This design comes from an exercise in tuning for small area and a short achievable clock period on the open sky130 flow, not from production work.
Where RTL was checked, it was by simulation tests only, not by an equivalence proof against the original.
Only the layout flow was run in run 2; the RTL was not checked for function there.
The clock port is modelled as an ideal driver; clocking choices that lean on that would not hold on a real chip.

==> flow/design.v (outline; a module is shown in full before it is edited, if it fits) <==
// module MultiTop: 20 lines
// module FA: 4 lines
// module HA: 4 lines
// module BENC: 8 lines
// module BENC2: 10 lines
// module INV: 3 lines
// module NOR2: 3 lines
// module BENCN: 9 lines
// module NAND2: 3 lines
// module XOR2: 3 lines
// module AND2: 3 lines
// module AOI21: 3 lines
// module OAI21: 3 lines
// module AO21: 3 lines
// module XNOR: 3 lines
// module PPSEL: 3 lines
// module Multi: 1233 lines
module MultiTop(
    input             clk,
    input      [31:0] a,
    input      [31:0] b,
    output reg [31:0] prod
);
  // ...
==> flow/flow/run.sh <==
#!/bin/bash
# The standard layout (the standard.sh, standard synthesis included), with these changes:
# - buffer_ports puts buf_1 cells on the ports rather than clkdlybuf4s50_1 delay cells;
# - CTS runs without latency balancing between the two clock nets (-delay_buffer_derate 0
#   -no_insertion_delay), so that it keeps that skew rather than padding the other registers'
#   clock to match it.
# The make output goes to standard.log; ORFS keeps each step's own log under orfs/logs/.
set -euo pipefail
SKEW_CELLS="sky130_fd_sc_hd__clkdlybuf4s15_1" \
  bash standard.sh BUFFER_PORTS_ARGS="-buffer_cell sky130_fd_sc_hd__buf_1" \
    PRE_CTS_TCL="$(pwd)/flow/skew.tcl" \
    CTS_ARGS="-sink_clustering_enable -repair_clock_nets -delay_buffer_derate 0 -no_insertion_delay -root_buf sky130_fd_sc_hd__clkbuf_16 -buf_list sky130_fd_sc_hd__clkbuf_8" \
    finish > standard.log 2>&1
==> flow/flow/skew.tcl <==
set block [ord::get_db_block]
set db [ord::get_db]
set clk [$block findNet clk]
set cells [split $::env(SKEW_CELLS) ","]
set flops {}
set sx 0.0
set sy 0.0
foreach i [$block getInsts] {
  if {[string match "prod*" [$i getName]] && [string match "sky130_fd_sc_hd__df*" [[$i getMaster] getName]]} {
    lappend flops $i
    set bb [$i getBBox]
    set sx [expr {$sx + [$bb xMin]}]
    set sy [expr {$sy + [$bb yMin]}]
  }
}
set nf [llength $flops]
puts "skew: $nf product registers"
if {$nf != 32} { error "skew: expected 32 product registers, found $nf" }
set cx [expr {int($sx / $nf)}]
set cy [expr {int($sy / $nf)}]
set prev $clk
set k 0
foreach c $cells {
  set m [$db findMaster $c]
  if {$m eq "NULL" || $m eq ""} { error "skew: no master $c" }
  set inst [odb::dbInst_create $block $m skew_dly_$k]
  set net [odb::dbNet_create $block clk_prod_$k]
  $net setSigType CLOCK
  [$inst findITerm A] connect $prev
  [$inst findITerm X] connect $net
  $inst setLocation $cx $cy
  $inst setPlacementStatus PLACED
  set prev $net
  incr k
}
foreach i $flops {
  set it [$i findITerm CLK]
  $it disconnect
  $it connect $prev
}
puts "skew: product registers now clocked from [$prev getName] through $k cells"
detailed_placement
==> flow/standard.sh <==
#!/bin/bash
# synth_recipe.tcl (not shown) runs the flow's synth.tcl, then flattens the netlist and writes it again
# the make line also repeats each setting of config.mk as NAME=value (left out here)
make -C /OpenROAD-flow-scripts/flow DESIGN_CONFIG=/design/flow/config.mk WORK_HOME=/design/flow/orfs CLKGATE_MAP_FILE= SYNTH_SCRIPT=/design/flow/synth_recipe.tcl "${@:-finish}"
==> flow/config.mk <==
export PLATFORM = sky130hd
export DESIGN_NAME = MultiTop
export DESIGN_NICKNAME = MultiTop
export VERILOG_FILES = /design/flow/design.v
export SDC_FILE = /design/flow/constraint.sdc
export NUM_CORES = 4
export LEC_CHECK = 0
export CAP_MARGIN = 20
export CORE_MARGIN = 2
export CORE_UTILIZATION = 40
export SLEW_MARGIN = 72
export SYNTH_HIERARCHICAL = 1
export SYNTH_MINIMUM_KEEP_SIZE = 0
==> flow/constraint.sdc <==
create_clock -name core_clock -period 17.0 [get_ports {clk}]
set_input_delay 3.4000 -clock core_clock [delete_from_list [all_inputs] [get_ports {clk}]]
set_output_delay 3.4000 -clock core_clock [all_outputs]
set_load 0.01 [all_outputs]
==> run summary, run 1 <==
post-layout util 47.1%; post-route minimum period 4.86 ns; Final Net Count 1,589; Hold Path End prod[0]$_DFF_P_; TNS Setup 0 ns; status no timing/DRC/antenna violations; Antenna diodes 0; Final WS setup 12.14 ns; final estimated routing congestion in global placement 0.877; area grow syn2layout 15.6%; comb_multi_in 1,013; FFs w/ async S/R, synth 0%; setup bufs post-CTS 0; met3 usage 6.27%; adder-cell share of the synthesized area 37.2%; CP Capture Type output pin; FFs & Latches 96; Remaining DRCs 0; first-pass GRT wire length 54,800 µm; fin cells 1,681; # IOs 97; Top class by area multi-input combinational cells; Multi-input gate area 10,200 µm²; endpoints failing setup 0; Top Registers a_q (32), b_q (32), prod (32); Worst R2R Start b_q[1]$_DFF_P_; Synth area leaders fa_1 (33%), xnor2_1 (23%), dfxtp_1 (16%), o22ai_1 (13%), ha_1 (4.1%); CP cell instances buf_1; initial antenna violation count 0; post-route design area 14,000 µm²; 1st-pass router iterations 5; Slew Limit Fails 0; Hold WC Path Type reg2reg; initial drt markers 712; worst hold slack 0.199 ns
==> run 2, diff against run 1 <==
--- a/flow/design.v
+++ b/flow/design.v
@@ -1079,48 +1079,46 @@
     wire g27, p27;
     HA hgp27(.a(w324), .b(w349), .s(p27), .co(g27));
     wire g28, p28;
     HA hgp28(.a(w350), .b(w375), .s(p28), .co(g28));
     wire g29, p29;
     HA hgp29(.a(w376), .b(w403), .s(p29), .co(g29));
     wire g30, p30;
     HA hgp30(.a(w404), .b(w431), .s(p30), .co(g30));
+    wire G8_7;
+    AOI21 gao8_7(.a1(p8), .a2(g7), .b1(g8), .y(G8_7));
+    wire P8_7;
+    NAND2 pnd8_7(.a(p8), .b(p7), .y(P8_7));
     wire G7_6;
     AOI21 gao7_6(.a1(p7), .a2(g6), .b1(g7), .y(G7_6));
-    wire G9_8;
-    AOI21 gao9_8(.a1(p9), .a2(g8), .b1(g9), .y(G9_8));
-    wire P9_8;
-    NAND2 pnd9_8(.a(p9), .b(p8), .y(P9_8));
-    wire G10_8;
-    wire inv_p10;
-    INV iinv_p10(.a(p10), .y(inv_p10));
-    wire inv_g10;
-    INV iinv_g10(.a(g10), .y(inv_g10));
-    OAI21 gao10_8(.a1(inv_p10), .a2(G9_8), .b1(inv_g10), .y(G10_8));
-    wire P10_8;
-    NOR2 pnd10_8(.a(inv_p10), .b(P9_8), .y(P10_8));
     wire G8_6;
-    wire inv_G7_6;
-    INV iinv_G7_6(.a(G7_6), .y(inv_G7_6));
-    AOI21 gao8_6(.a1(p8), .a2(inv_G7_6), .b1(g8), .y(G8_6));
+    wire inv_g6;
+    INV iinv_g6(.a(g6), .y(inv_g6));
+    OAI21 gao8_6(.a1(P8_7), .a2(inv_g6), .b1(G8_7), .y(G8_6));
+    wire G10_9;
+    AOI21 gao10_9(.a1(p10), .a2(g9), .b1(g10), .y(G10_9));
+    wire P10_9;
+    NAND2 pnd10_9(.a(p10), .b(p9), .y(P10_9));
     wire G9_6;
-    OAI21 gao9_6(.a1(P9_8), .a2(G7_6), .b1(G9_8), .y(G9_6));
+    AOI21 gao9_6(.a1(p9), .a2(G8_6), .b1(g9), .y(G9_6));
     wire G10_6;
-    AOI21 gao10_6(.a1(P10_8), .a2(inv_G7_6), .b1(G10_8), .y(G10_6));
+    wire inv_G8_6;
+    INV iinv_G8_6(.a(G8_6), .y(inv_G8_6));
+    OAI21 gao10_6(.a1(P10_9), .a2(inv_G8_6), .b1(G10_9), .y(G10_6));
     wire G12_11;
     AOI21 gao12_11(.a1(p12), .a2(g11), .b1(g12), .y(G12_11));
     wire P12_11;
     NAND2 pnd12_11(.a(p12), .b(p11), .y(P12_11));
     wire G11_6;
+    AOI21 gao11_6(.a1(p11), .a2(G10_6), .b1(g11), .y(G11_6));
+    wire G12_6;
     wire inv_G10_6;
     INV iinv_G10_6(.a(G10_6), .y(inv_G10_6));
-    AOI21 gao11_6(.a1(p11), .a2(inv_G10_6), .b1(g11), .y(G11_6));
-    wire G12_6;
-    OAI21 gao12_6(.a1(P12_11), .a2(G10_6), .b1(G12_11), .y(G12_6));
+    OAI21 gao12_6(.a1(P12_11), .a2(inv_G10_6), .b1(G12_11), .y(G12_6));
     wire G14_13;
     AOI21 gao14_13(.a1(p14), .a2(g13), .b1(g14), .y(G14_13));
     wire P14_13;
     NAND2 pnd14_13(.a(p14), .b(p13), .y(P14_13));
     wire G15_13;
     wire inv_p15;
     INV iinv_p15(.a(p15), .y(inv_p15));
     wire inv_g15;
@@ -1258,19 +1256,19 @@
     OAI21 gao28_6(.a1(P28_24), .a2(inv_G23_6), .b1(G28_24), .y(G28_6));
     wire G29_6;
     OAI21 gao29_6(.a1(P29_24), .a2(inv_G23_6), .b1(G29_24), .y(G29_6));
     wire G30_6;
     OAI21 gao30_6(.a1(P30_24), .a2(inv_G23_6), .b1(G30_24), .y(G30_6));
     assign prod[6] = p6;
     XOR2 sx7(.a(p7), .b(g6), .y(prod[7]));
     XNOR sx8(.a(p8), .b(G7_6), .y(prod[8]));
-    XNOR sx9(.a(p9), .b(G8_6), .y(prod[9]));
-    XOR2 sx10(.a(p10), .b(G9_6), .y(prod[10]));
-    XNOR sx11(.a(p11), .b(G10_6), .y(prod[11]));
+    XOR2 sx9(.a(p9), .b(G8_6), .y(prod[9]));
+    XNOR sx10(.a(p10), .b(G9_6), .y(prod[10]));
+    XOR2 sx11(.a(p11), .b(G10_6), .y(prod[11]));
     XNOR sx12(.a(p12), .b(G11_6), .y(prod[12]));
     XOR2 sx13(.a(p13), .b(G12_6), .y(prod[13]));
     XNOR sx14(.a(p14), .b(G13_6), .y(prod[14]));
     XOR2 sx15(.a(p15), .b(G14_6), .y(prod[15]));
     XNOR sx16(.a(p16), .b(G15_6), .y(prod[16]));
     XNOR sx17(.a(p17), .b(G16_6), .y(prod[17]));
     XOR2 sx18(.a(p18), .b(G17_6), .y(prod[18]));
     XNOR sx19(.a(p19), .b(G18_6), .y(prod[19]));
==> flow/flow/run.sh (replaced) <==
#!/bin/bash
# The standard layout (the standard.sh, standard synthesis included), with these changes:
# - buffer_ports puts buf_1 cells on the ports rather than clkdlybuf4s50_1 delay cells;
# - CTS runs without latency balancing between the two clock nets (-delay_buffer_derate 0
#   -no_insertion_delay), so that it keeps that skew rather than padding the other registers'
#   clock to match it.
# The make output goes to standard.log; ORFS keeps each step's own log under orfs/logs/.
set -euo pipefail
SKEW_CELLS="sky130_fd_sc_hd__clkdlybuf4s18_1" \
  bash standard.sh BUFFER_PORTS_ARGS="-buffer_cell sky130_fd_sc_hd__buf_1" \
    PRE_CTS_TCL="$(pwd)/flow/skew.tcl" \
    CTS_ARGS="-sink_clustering_enable -repair_clock_nets -delay_buffer_derate 0 -no_insertion_delay -buf_list sky130_fd_sc_hd__clkbuf_8" \
    finish > standard.log 2>&1
==> run 2 against run 1 <==
- critical endpoint is now prod[30]$_DFF_P_
- routed wire length decreased by 3.5%
- area after synthesis about the same
- utilization decreased by 0.48 points
- worst setup slack got worse by 0.084 ns
==> run summary, run 2 <==
status no timing/DRC/antenna violations (unchanged); final estimated routing congestion in global placement 0.879 (was 0.877); achievable frequency 0.202 GHz (was 0.206 GHz); initial antenna violation count 0 (unchanged); WL per Instance 20.1 µm (was 20.8 µm); FP Rows 63 (unchanged); Final Net Count 1,589 (unchanged); FFs w/ async S/R, synth 0% (unchanged); post-route minimum period 4.94 ns (was 4.86 ns); HPWL Detailed 26,500 µm (was 27,100 µm); Hold WC Path Type reg2reg (unchanged); fin crit share 29.1% (was 28.6%); register bit total from synthesis 96 (unchanged); share of the synthesized area in compound gates (AO/OA/AOI/OAI) 15.9% (about the same); area grow syn2layout 14.4% (was 15.6%); Syn Std Cell Area 12,100 µm² (was 12,200 µm²); Port Buf Inserts 96 (unchanged); via count 9,467 (was 9,528); RSZ-0062 raised after global routing false (unchanged); clk latency of the worst-skew pair 1.02 ns (was 0.97 ns); core area 29,800 µm² (unchanged); adder-cell share of the synthesized area 37.2% (about the same); top post-synthesis cells by count xnor2_1 (314), o22ai_1 (256), fa_1 (201) (was xnor2_1 (315), o22ai_1 (256), fa_1 (201)); Final WS setup 12.06 ns (was 12.14 ns); largest family of logic cells by synthesized area adder cells (unchanged); Yosys top cell by area fa_1 (unchanged); pin count of the biggest net entering global routing 33 (unchanged); first-pass GRT wire length 53,400 µm (was 54,800 µm); Synth Area in Simple Gates 3.08% (about the same); Routed WL 33,800 µm (was 35,000 µm); top_reg_cell synth dfxtp_1 (unchanged); CP Capture Type flip-flop (was output pin); gr ovfl total 0 (unchanged); Post-Syn Area per Cell 10.7 µm² (about the same); commonest non-fill, non-tap cell in the layout xnor2_1 (unchanged); GRT Util Overall 22.3% (was 23.1%); Slew @ Worst Pin 0.409 ns (was 0.416 ns); 1st-pass router iterations 7 (was 5); Resize count post-CTS 0 (unchanged); # IOs 97 (unchanged); vias in the first global route 9,843 (was 9,946); startpoint types flip-flop (unchanged); Antenna diodes 0 (unchanged); Remaining DRCs 0 (unchanged); worst rel slew slack 72.7% (was 72.2%); hold buffer count at CTS 0 (unchanged); worst-path maximum fanout 17 (was 1); Vias/cell 5.63 (was 5.67); top-count cell post-synth xnor2_1 (unchanged); CTS tree built (unchanged); TNS Setup 0 ns (unchanged); worst clock skew 0.643 ns (was 0.622 ns); final hold violations 0 (unchanged); Post-synth EDFFs 0 (unchanged); Top Registers a_q (32), b_q (32), prod (32) (unchanged); Register Area 1980 µm² (was 1990 µm²); library cells used by synthesis 13 (unchanged); die area 31,800 µm² (about the same); xor/xnor cell area share of the yosys netlist 26.8% (about the same); worst hold slack 0.164 ns (was 0.199 ns); Slew Limit Fails 0 (unchanged); Synth area leaders fa_1 (33%), xnor2_1 (23%), dfxtp_1 (16%), o22ai_1 (13%), xor2_1 (4.2%) (was fa_1 (33%), xnor2_1 (23%), dfxtp_1 (16%), o22ai_1 (13%), ha_1 (4.1%)); Multi-input gate area 10,300 µm² (was 10,200 µm²); sequential share of the synthesized area 15.8% (about the same); Synth top area share 33.1% (about the same); endpoints failing setup 0 (unchanged); register clock-pin slew on the reported worst setup and hold paths 0.08 ns (was 0.06 ns); data required time at the worst endpoint 17.94 ns (was 13.60 ns); Die X 178 µm (about the same); Syn. warnings 7 (unchanged); Crit Path Category reg2reg (was reg2out); post-route ant nets 0 (unchanged); post-synthesis mux area share 0% (unchanged); Synth Instances 1,140 (was 1,141); Max Cap Viol 0 (unchanged); commonest cells after routing, fill and taps aside xnor2_1 (306), o22ai_1 (255), fa_1 (201) (was xnor2_1 (308), o22ai_1 (256), fa_1 (201)); initial drt markers 648 (was 712); CP Data Arrival Time 5.88 ns (was 1.46 ns); setup bufs post-CTS 0 (unchanged); # fillers 2,845 (was 2,826); Die Y-Extent 178 µm (about the same); share of cells above drive strength 1 10.5% (about the same); Syn Nets 1,446 (was 1,447); Place WS 11.48 ns (was 11.62 ns); Starting Density 40.8% (about the same)
[run 2: cell count changes after synthesis]
cell and delta:
nor2_1 -1, nand2_1 +1, inv_1 -1, xnor2_1 -1
xor2_1 +1
[run 2: worst paths after layout]
check / start / end / slack, ns / cells after the start
max: b_q[1]$_DFF_P_ / prod[30]$_DFF_P_ / 12.06 / 17
min: b_q[0]$_DFF_P_ / prod[0]$_DFF_P_ / 0.16 / 3
max reg2reg: b_q[1]$_DFF_P_ / prod[30]$_DFF_P_ / 12.06 / 17
min reg2reg: b_q[0]$_DFF_P_ / prod[0]$_DFF_P_ / 0.16 / 3
[run 2: Yosys stat by module, one instance, submodules excluded, a selection]
module	cells	copies in the design
MultiTop	96	1
Multi	8	1
FA	1	201
HA	1	40
XNOR	1	314
AOI21	1	27
NAND2	1	60
INV	1	24
[run 2: critical path, stage by stage, from the launching register on]
cell     delay [ns]
dfxtp_4        0.50
buf_8          0.20
buf_16         0.17
xnor2_4        0.10
buf_4          0.22
o22ai_1        0.37
fa_1           0.55
fa_1           0.41
fa_1           0.51
fa_1           0.43
fa_1           0.40
fa_1           0.47
ha_1           0.35
nand2_1        0.09
nor2_1         0.27
nand2_1        0.10
o21ai_1        0.17
xor2_1         0.18
[run 2: area by class of cell, without the clock buffers]
type | instances | share of cell area, %
multi-input cells | 1013 | 73.8
flip-flops and latches | 96 | 14.3
repair buffers | 133 | 5.45
inverters | 24 | 0.666
well taps | 390 | 3.51
plain buffers | 1 | 0.0720
clock inverters | 9 | 0.729
[run 2: cells by family after synthesis]
kind of cell               after synthesis
xor gates and xnor gates               372
AOI/OAI and AO/OA                      301
adders and majority gates              241
and+or+nand+nor                         99
DFF                                     96
buffers and inverters                   31
[run 2: metrics by stage]
step	area (µm²)	cells	util (%)
floorplan	12100	1140	-
global placement	13200	1643	44.2
detailed placement	13600	1656	45.5
CTS	13900	1681	46.5
global route	13900	1681	46.7
finish	13900	1681	46.7
[run 2: metal layers]
metal | share of wire (%) | vias to the layer above | global-route usage [%]
met1 | 42 | 4689 | 29.0
met4 | 3.0 | 0 | 8.20
met5 | 0 | - | 0
li1 | - | 4332 | -
met2 | 48 | 372 | 36.7
met3 | 7.3 | 74 | 4.84

[separate check: timing with driven ports]
In the flow no input, the clock included, has a driving cell. The finished layouts below were timed again as built, in two steps.
Step 1: set_driving_cell puts a clkbuf_16 on clk and a buf_2 on each other input, an assumption about the parent block.
Step 2, shift: input delay + t, output delay - t, t = (earliest + latest rising clock arrival at the registers) / 2. This alone moves slack from input paths to output paths.
Slacks: ideal ports / drivers / drivers and shift; pairs: ideal ports / drivers.
| run | shift t [ns] | setup WS [ns] | hold slack, ns | clock arrival spread, ns | worst register clock-pin slew, ns | cell pins on the clock port's net |
|---|---|---|---|---|---|---|
| run 1 | 0.707 | 12.145 / 12.098 / 12.231 | 0.199 / 0.199 / 0.199 | 0.622 / 0.622 | 0.07 / 0.07 | 1 |
| run 2 | 0.737 | 12.061 / 12.057 / 12.061 | 0.164 / 0.164 / 0.164 | 0.643 / 0.643 | 0.10 / 0.10 | 1 |
Clock arrivals are far apart in run 1 and run 2, so t is only a midpoint there and step 2 fits no single register.
